From an optimization exercise on the open Yosys and OpenROAD flow, aimed at small area, a short achievable clock period and few clock cycles per item; shortcuts taken in it are not production practice. The RTL was checked by simulation tests, not by an equivalence proof against the original design. Power figures rest on the tool's default switching activity, not on a simulated workload.

== run 1 ==
## bin2bcd
module bin2bcd(bin, en, clk, reset, bcd_out, rdy);
	input [11:0] bin;
	input clk;
	input en;
	output [15:0] bcd_out;
	output rdy;
	input reset;
	reg [14:0] mid;     
	reg result_rdy;
	wire [12:0] front_o;
	wire [14:0] back_o;
	front u_front(.v(bin[11:2]), .o(front_o));
	always @(posedge clk)
		mid <= {front_o, bin[1:0]};
	always @(posedge clk or posedge reset) begin
		if (reset) result_rdy <= 1'b0;
		else result_rdy <= en;
	end
	back u_back(.m(mid[14:2]), .l(mid[1:0]), .o(back_o));
	assign bcd_out = {1'b0, back_o};
	assign rdy = result_rdy;
endmodule
For scale: roughly 210 cells after synthesis, about 16 flip-flops.
export LEC_CHECK = 0
export ABC_AREA = 1
export CAP_MARGIN = 20
export CORE_AREA = 2.3 2.72 63.7 63.28
export DIE_AREA = 0 0 66 66
export PLACE_DENSITY = 0.6
export SLEW_MARGIN = 20
create_clock -name core_clock -period 5.0 [get_ports {clk}]
standard.sh (not shown) runs the stock make flow with config.mk's settings and CLKGATE_MAP_FILE= SYNTH_SCRIPT=/design/flow/synth_recipe.tcl, a recipe that flattens the netlist after the stock synthesis.
==> flow/flow/run.sh <==
#!/bin/bash
# Standard layout, but with the smallest buffer on every port instead of
# the delay buffer that buffer_ports picks by default.
set -euo pipefail
export BUFFER_PORTS_ARGS="-buffer_cell sky130_fd_sc_hd__buf_1"
export CTS_ARGS="-sink_clustering_enable -repair_clock_nets -dont_use_dummy_load -buf_list sky130_fd_sc_hd__clkbuf_4 -root_buf sky130_fd_sc_hd__clkbuf_4"
bash standard.sh > standard.log 2>&1
Testbench counts of run 1, summed over its fixed seeds: cycles 2,056, items 2,048.
Setup changes, run 1 to run 2
==> flow/flow/run.sh <==
#!/bin/bash
# Standard layout, but with the smallest buffer on every port instead of
# the delay buffer that buffer_ports picks by default.
set -euo pipefail
export BUFFER_PORTS_ARGS="-buffer_cell sky130_fd_sc_hd__buf_1"
export CTS_ARGS="-sink_clustering_enable -repair_clock_nets -dont_use_dummy_load -buf_list sky130_fd_sc_hd__clkbuf_4 -root_buf sky130_fd_sc_hd__clkbuf_4"
export SETUP_MOVE_SEQUENCE="sizeup,swap"
bash standard.sh > standard.log 2>&1
-- flow/config.mk --
<<< run 1, line 11
export DIE_AREA = 0 0 66 66
export PLACE_DENSITY = 0.6
export SLEW_MARGIN = 20
>>> run 2, line 11
export DIE_AREA = 0 0 66 66
export PLACE_DENSITY = 0.6
export SETUP_SLACK_MARGIN = 2.3
export SLEW_MARGIN = 20
==> comparison <==
Every run (run 1 and run 2) finished clean.
A type of the setup path with the least slack of input pin to flop is what run 2 shows, while flop to output port belongs to run 1.
The floorplan die area on run 1 is in line with that on run 2.
Going from run 1 to run 2, share of power burned in combinational logic increased 4.4 points; utilization after layout rose by 8.4 points; global-route usage over all layers fell by 0.61 points; final wirelength higher.
> inputs changed (run 2 -> run 3)
-- flow/config.mk --
<<< run 2, line 11
export DIE_AREA = 0 0 66 66
export PLACE_DENSITY = 0.6
export SETUP_SLACK_MARGIN = 2.3
export SLEW_MARGIN = 20
>>> run 3, line 11
export DIE_AREA = 0 0 66 66
export PLACE_DENSITY = 0.6
export SETUP_SLACK_MARGIN = 2.1
export SLEW_MARGIN = 20
Results
- Taking run 3 as 1.0, run 2 lands at 1.09 on detailed route wirelength on metal2.
- The setup slack of run 3 is smaller than that of run 2.
- Higher share of cell area taken by flip-flops and latches among run 3 and run 2: run 3
- First-pass GRT wire length: run 3 higher than run 2
- Run 3 against run 2: maximum frequency has decreased; core utilization of the finished layout down 1.5 points; endpoint arrival time on the critical path has increased.
--- input diff run 3..run 4 ---
==> flow/flow/run.sh <==
#!/bin/bash
# Standard layout, but with the smallest buffer on every port instead of
# the delay buffer that buffer_ports picks by default.
set -euo pipefail
export BUFFER_PORTS_ARGS="-buffer_cell sky130_fd_sc_hd__buf_1"
export CTS_ARGS="-sink_clustering_enable -repair_clock_nets -dont_use_dummy_load -buf_list sky130_fd_sc_hd__clkbuf_4 -root_buf sky130_fd_sc_hd__clkbuf_4"
export SETUP_MOVE_SEQUENCE="unbuffer,swap"
bash standard.sh > standard.log 2>&1
-- flow/config.mk --
<<< run 3, line 11
export DIE_AREA = 0 0 66 66
export PLACE_DENSITY = 0.6
export SETUP_SLACK_MARGIN = 2.1
export SLEW_MARGIN = 20
>>> run 4, line 11
export DIE_AREA = 0 0 66 66
export PLACE_DENSITY = 0.6
export SETUP_SLACK_MARGIN = 2.5
export SLEW_MARGIN = 20
Findings:
Summary of run 4 over run 3: number of enable-type register cells in the synthesized netlist roughly the same; post-route cell area lower; critical path depth lower; global router's overall resource usage lower. NOTE post-detailed-route via-to-cell ratio run 3->run 4 decreased slightly. Fmax on run 4 is behind run 3. The post-synthesis to final-layout area growth number comes out lower for run 4 vs run 3. According to the power report, total power for run 4 is lower than for run 3. Compared run 4 vs run 3, and relative contribution of the clock network to total power is up in run 4.

* * *

== main ==
bin2bcd, a different RTL version from the one above (not shown whole).
Size in the first run: ~16 flip-flops.
Design bin2bcd, start of the top module:
module bin2bcd(bin, en, clk, reset, bcd_out, rdy);
	input [11:0] bin;
	input clk;
	input en;
	output [15:0] bcd_out;
	output rdy;
	input reset;
	reg [14:0] mid;     
	reg result_rdy;
	wire [12:0] front_o;
	wire [14:0] back_o;
	front u_front(.v(bin[11:2]), .o(front_o));
	always @(posedge clk)
		mid <= {front_o, bin[1:0]};
	always @(posedge clk or posedge reset) begin
		if (reset) result_rdy <= 1'b0;
		else result_rdy <= en;
	end
	back u_back(.m(mid[14:2]), .l(mid[1:0]), .o(back_o));
	assign bcd_out = {1'b0, back_o};
	assign rdy = result_rdy;
endmodule
Settings: LEC_CHECK=0, ABC_AREA=1, CAP_MARGIN=20, CORE_AREA=2.3 2.72 63.7 63.28, DIE_AREA=0 0 66 66, PLACE_DENSITY=0.4, SLEW_MARGIN=20; clock period 5.0 ns.
==> flow/flow/run.sh <==
#!/bin/bash
# Standard layout, but with the smallest buffer on every port instead of
# the delay buffer that buffer_ports picks by default.
set -euo pipefail
export BUFFER_PORTS_ARGS="-buffer_cell sky130_fd_sc_hd__buf_1"
export CTS_ARGS="-sink_clustering_enable -repair_clock_nets -dont_use_dummy_load -buf_list sky130_fd_sc_hd__clkbuf_4 -root_buf sky130_fd_sc_hd__clkbuf_4"
bash standard.sh > standard.log 2>&1
Testbench counts of main, summed over its fixed seeds: cycles 2,056, items 2,048.
## Diff of input files: the feature branch against main
- SETUP_SLACK_MARGIN newly set to 2.15
- PLACE_DENSITY changed from 0.4 to 0.6
==> run notes <==
Going from main to the feature branch, sequential share of layout area moved down, clock group share of total power moved down, final setup slack of the worst path moved up, layout buffer count excluding clock buffers moved up.
[compare] base=main new=the feature branch: highest clock rate shows an increase of 3.1%; layout-stage area growth over the synthesis result shows an increase of 25 points; register clock-pin slew on the reported worst setup and hold paths shows no meaningful change; wire length shows an increase of 21%.
A timing endpoint of the critical path of bcd_out[1] is what main shows, while mid[7] belongs to the feature branch.

* * *

Starting RTL as in the previous note.
Settings: LEC_CHECK=0, ABC_AREA=1, CAP_MARGIN=20, CORE_AREA=2.3 2.72 63.7 63.28, CTS_BUF_LIST=sky130_fd_sc_hd__clkbuf_4, DIE_AREA=0 0 66 66, PLACE_DENSITY=0.6, SLEW_MARGIN=20; clock period 5.0 ns.
==> flow/flow/run.sh <==
#!/bin/bash
# Standard layout, but with the smallest buffer on every port instead of
# the delay buffer that buffer_ports picks by default.
set -euo pipefail
export BUFFER_PORTS_ARGS="-buffer_cell sky130_fd_sc_hd__buf_1"
bash standard.sh > standard.log 2>&1
Testbench counts at the start, summed over its fixed seeds: cycles 2,056, items 2,048.
Change:
--- a/flow/flow/run.sh
+++ b/flow/flow/run.sh
@@ -5,0 +6 @@
+export CTS_ARGS="-sink_clustering_enable -repair_clock_nets -dont_use_dummy_load -buf_list sky130_fd_sc_hd__clkbuf_4 -root_buf sky130_fd_sc_hd__clkbuf_4"
Settings changed: CTS_BUF_LIST sky130_fd_sc_hd__clkbuf_4 to unset, SETUP_SLACK_MARGIN set to 2.3.
- The changed run completed without violations
- total power rose by about 20%
- critical path depth came out higher by 13
- synthesized area is unchanged
- design area rose by 29%
- via count goes up by 14%
- sequential share of layout area goes down by 4.6 points
- count of clock-buffer cells in the layout is lower by 1
- global-route usage went up by 2.1 points
- wire length rises by about 30%
- combinational power goes up by about 35%
- fmax goes up by 3.0%
Change:
--- a/flow/flow/run.sh
+++ b/flow/flow/run.sh
@@ -6 +6 @@
-export CTS_ARGS="-sink_clustering_enable -repair_clock_nets -dont_use_dummy_load -buf_list sky130_fd_sc_hd__clkbuf_4 -root_buf sky130_fd_sc_hd__clkbuf_4"
+export CTS_ARGS="-repair_clock_nets -buf_list sky130_fd_sc_hd__clkbuf_4 -root_buf sky130_fd_sc_hd__clkbuf_4"
Settings changed: SETUP_SLACK_MARGIN 2.3 to unset.
Setup slack loses 85 ps.
First-iteration DRC count increases by 28%.
Clock-buffer cell count climbs by 1.
Change:
--- a/flow/flow/run.sh
+++ b/flow/flow/run.sh
@@ -6 +6 @@
-export CTS_ARGS="-repair_clock_nets -buf_list sky130_fd_sc_hd__clkbuf_4 -root_buf sky130_fd_sc_hd__clkbuf_4"
+export CTS_ARGS="-sink_clustering_enable -repair_clock_nets -dont_use_dummy_load -buf_list sky130_fd_sc_hd__clkbuf_4 -root_buf sky130_fd_sc_hd__clkbuf_4"
Effect:
- non-clock buffer count does not change
- total power falls slightly
- cell area falls slightly
- fmax barely changes
- cell count falls slightly
- via count stays flat
- worst setup slack hardly moves
- synthesized area is unchanged
- critical path depth does not change

* * *

Starting RTL as in the previous note.
export LEC_CHECK = 0
export ABC_AREA = 1
export CAP_MARGIN = 20
export CORE_AREA = 2.3 2.72 63.7 63.28
export CTS_BUF_LIST = sky130_fd_sc_hd__clkbuf_8
export CTS_CLUSTER_DIAMETER = 100
export CTS_CLUSTER_SIZE = 30
export DIE_AREA = 0 0 66 66
export PLACE_DENSITY = 0.6
export SLEW_MARGIN = 20
create_clock -name core_clock -period 5.0 [get_ports {clk}]
==> flow/flow/run.sh <==
#!/bin/bash
# Standard layout, but with the smallest buffer on every port instead of
# the delay buffer that buffer_ports picks by default.
set -euo pipefail
export BUFFER_PORTS_ARGS="-buffer_cell sky130_fd_sc_hd__buf_1"
bash standard.sh > standard.log 2>&1
The starting point passed the timing, design-rule and antenna checks.
Testbench counts at the start, summed over its fixed seeds: cycles 2,056, items 2,048.
Next try:
--- a/flow/flow/run.sh
+++ b/flow/flow/run.sh
@@ -4,3 +4,4 @@
 set -euo pipefail
 export BUFFER_PORTS_ARGS="-buffer_cell sky130_fd_sc_hd__buf_1"
+export CTS_ARGS="-sink_clustering_enable -repair_clock_nets -dont_use_dummy_load -buf_list sky130_fd_sc_hd__clkbuf_4 -root_buf sky130_fd_sc_hd__clkbuf_4"
 bash standard.sh > standard.log 2>&1
--- a/flow/config.mk
+++ b/flow/config.mk
@@ -9,8 +9,5 @@
 export CAP_MARGIN = 20
 export CORE_AREA = 2.3 2.72 63.7 63.28
-export CTS_BUF_LIST = sky130_fd_sc_hd__clkbuf_8
-export CTS_CLUSTER_DIAMETER = 100
-export CTS_CLUSTER_SIZE = 30
 export DIE_AREA = 0 0 66 66
-export PLACE_DENSITY = 0.6
+export PLACE_DENSITY = 0.85
 export SLEW_MARGIN = 20
Result: Cell count is lower by 0.35%; routed wire length goes up by 0.53%; combinational power stays flat; final area fell by 1.5%; flip-flop and latch count is unchanged; first-iteration DRC count falls by 48%; area after synthesis does not change; power falls by 4.6%; maximum frequency goes down by 0.80%.
Next try:
==> flow/flow/run.sh (replaced) <==
#!/bin/bash
# Standard layout, but with the smallest buffer on every port instead of
# the delay buffer that buffer_ports picks by default.
set -euo pipefail
export BUFFER_PORTS_ARGS="-buffer_cell sky130_fd_sc_hd__buf_1"
export CTS_ARGS="-sink_clustering_enable -repair_clock_nets -buf_list sky130_fd_sc_hd__clkbuf_4 -root_buf sky130_fd_sc_hd__clkbuf_4 -sink_clustering_size 50 -sink_clustering_max_diameter 500"
bash standard.sh > standard.log 2>&1
--- a/flow/config.mk
+++ b/flow/config.mk
@@ -10,4 +10,4 @@
 export CORE_AREA = 2.3 2.72 63.7 63.28
 export DIE_AREA = 0 0 66 66
-export PLACE_DENSITY = 0.85
+export PLACE_DENSITY = 0.6
 export SLEW_MARGIN = 20
=>
- The changed run ran to the end with no violations
- fmax is higher slightly
- worst setup slack gets better by 0.034 ns
- via count is lower slightly
- flip-flop and latch count does not change
- design area is higher slightly
- synthesized cell count is unchanged
- non-clock buffer count stays the same
- clock-buffer cell count is higher by 1
- core utilization is higher by 0.21 points

==> separate check: timing with driven ports <==
Ports are ideal in the flow. The routed layouts listed here were re-timed in OpenROAD. Step 1 assumes that a clkbuf_16 drives the clock port and a buf_2 every other input. Step 2 adds t to the input delays and takes it off the output delays; t is the mean of the earliest and latest rising clock arrival at the registers after step 1. Input paths then give back, and output paths get back, about the clock's delay inside the block. Slacks: ideal ports / drivers / drivers and shift; pairs: ideal ports / drivers.
| run | t, ns | setup slack, ns | worst hold slack (ns) |
|---|---|---|---|
| run 1 | 0.293 | 2.044 / 2.024 / 1.844 | 0.523 / 0.522 / 0.815 |
| run 2 | 0.288 | 2.214 / 2.171 / 1.883 | 0.517 / 0.518 / 0.807 |
| run 3 | 0.294 | 2.183 / 2.150 / 1.856 | 0.523 / 0.522 / 0.816 |
| run 4 | 0.288 | 1.864 / 1.862 / 1.574 | 0.518 / 0.520 / 0.808 |
| main | 0.289 | 2.005 / 1.983 / 1.770 | 0.516 / 0.514 / 0.804 |
| the feature branch | 0.287 | 2.094 / 2.051 / 1.764 | 0.520 / 0.519 / 0.806 |
| the first run of note 3 | 0.288 | 2.040 / 2.019 / 1.767 | 0.514 / 0.513 / 0.801 |
| the second run of note 3 | 0.289 | 2.125 / 2.075 / 1.786 | 0.517 / 0.516 / 0.805 |
| the third run of note 3 | 0.288 | 2.040 / 2.019 / 1.767 | 0.514 / 0.513 / 0.801 |
| the fourth run of note 3 | 0.286 | 2.039 / 2.018 / 1.769 | 0.520 / 0.519 / 0.805 |
| the first run of note 4 | 0.263 | 2.029 / 2.027 / 1.764 | 0.548 / 0.548 / 0.811 |
| the second run of note 4 | 0.285 | 2.005 / 1.988 / 1.802 | 0.529 / 0.531 / 0.817 |
| the third run of note 4 | 0.288 | 2.040 / 2.019 / 1.767 | 0.514 / 0.513 / 0.801 |
After both steps every run listed still meets setup and hold. The setup slack of the second run of note 3, which loses most, moves by -0.050 ns with the drivers and by -0.339 ns with both steps.
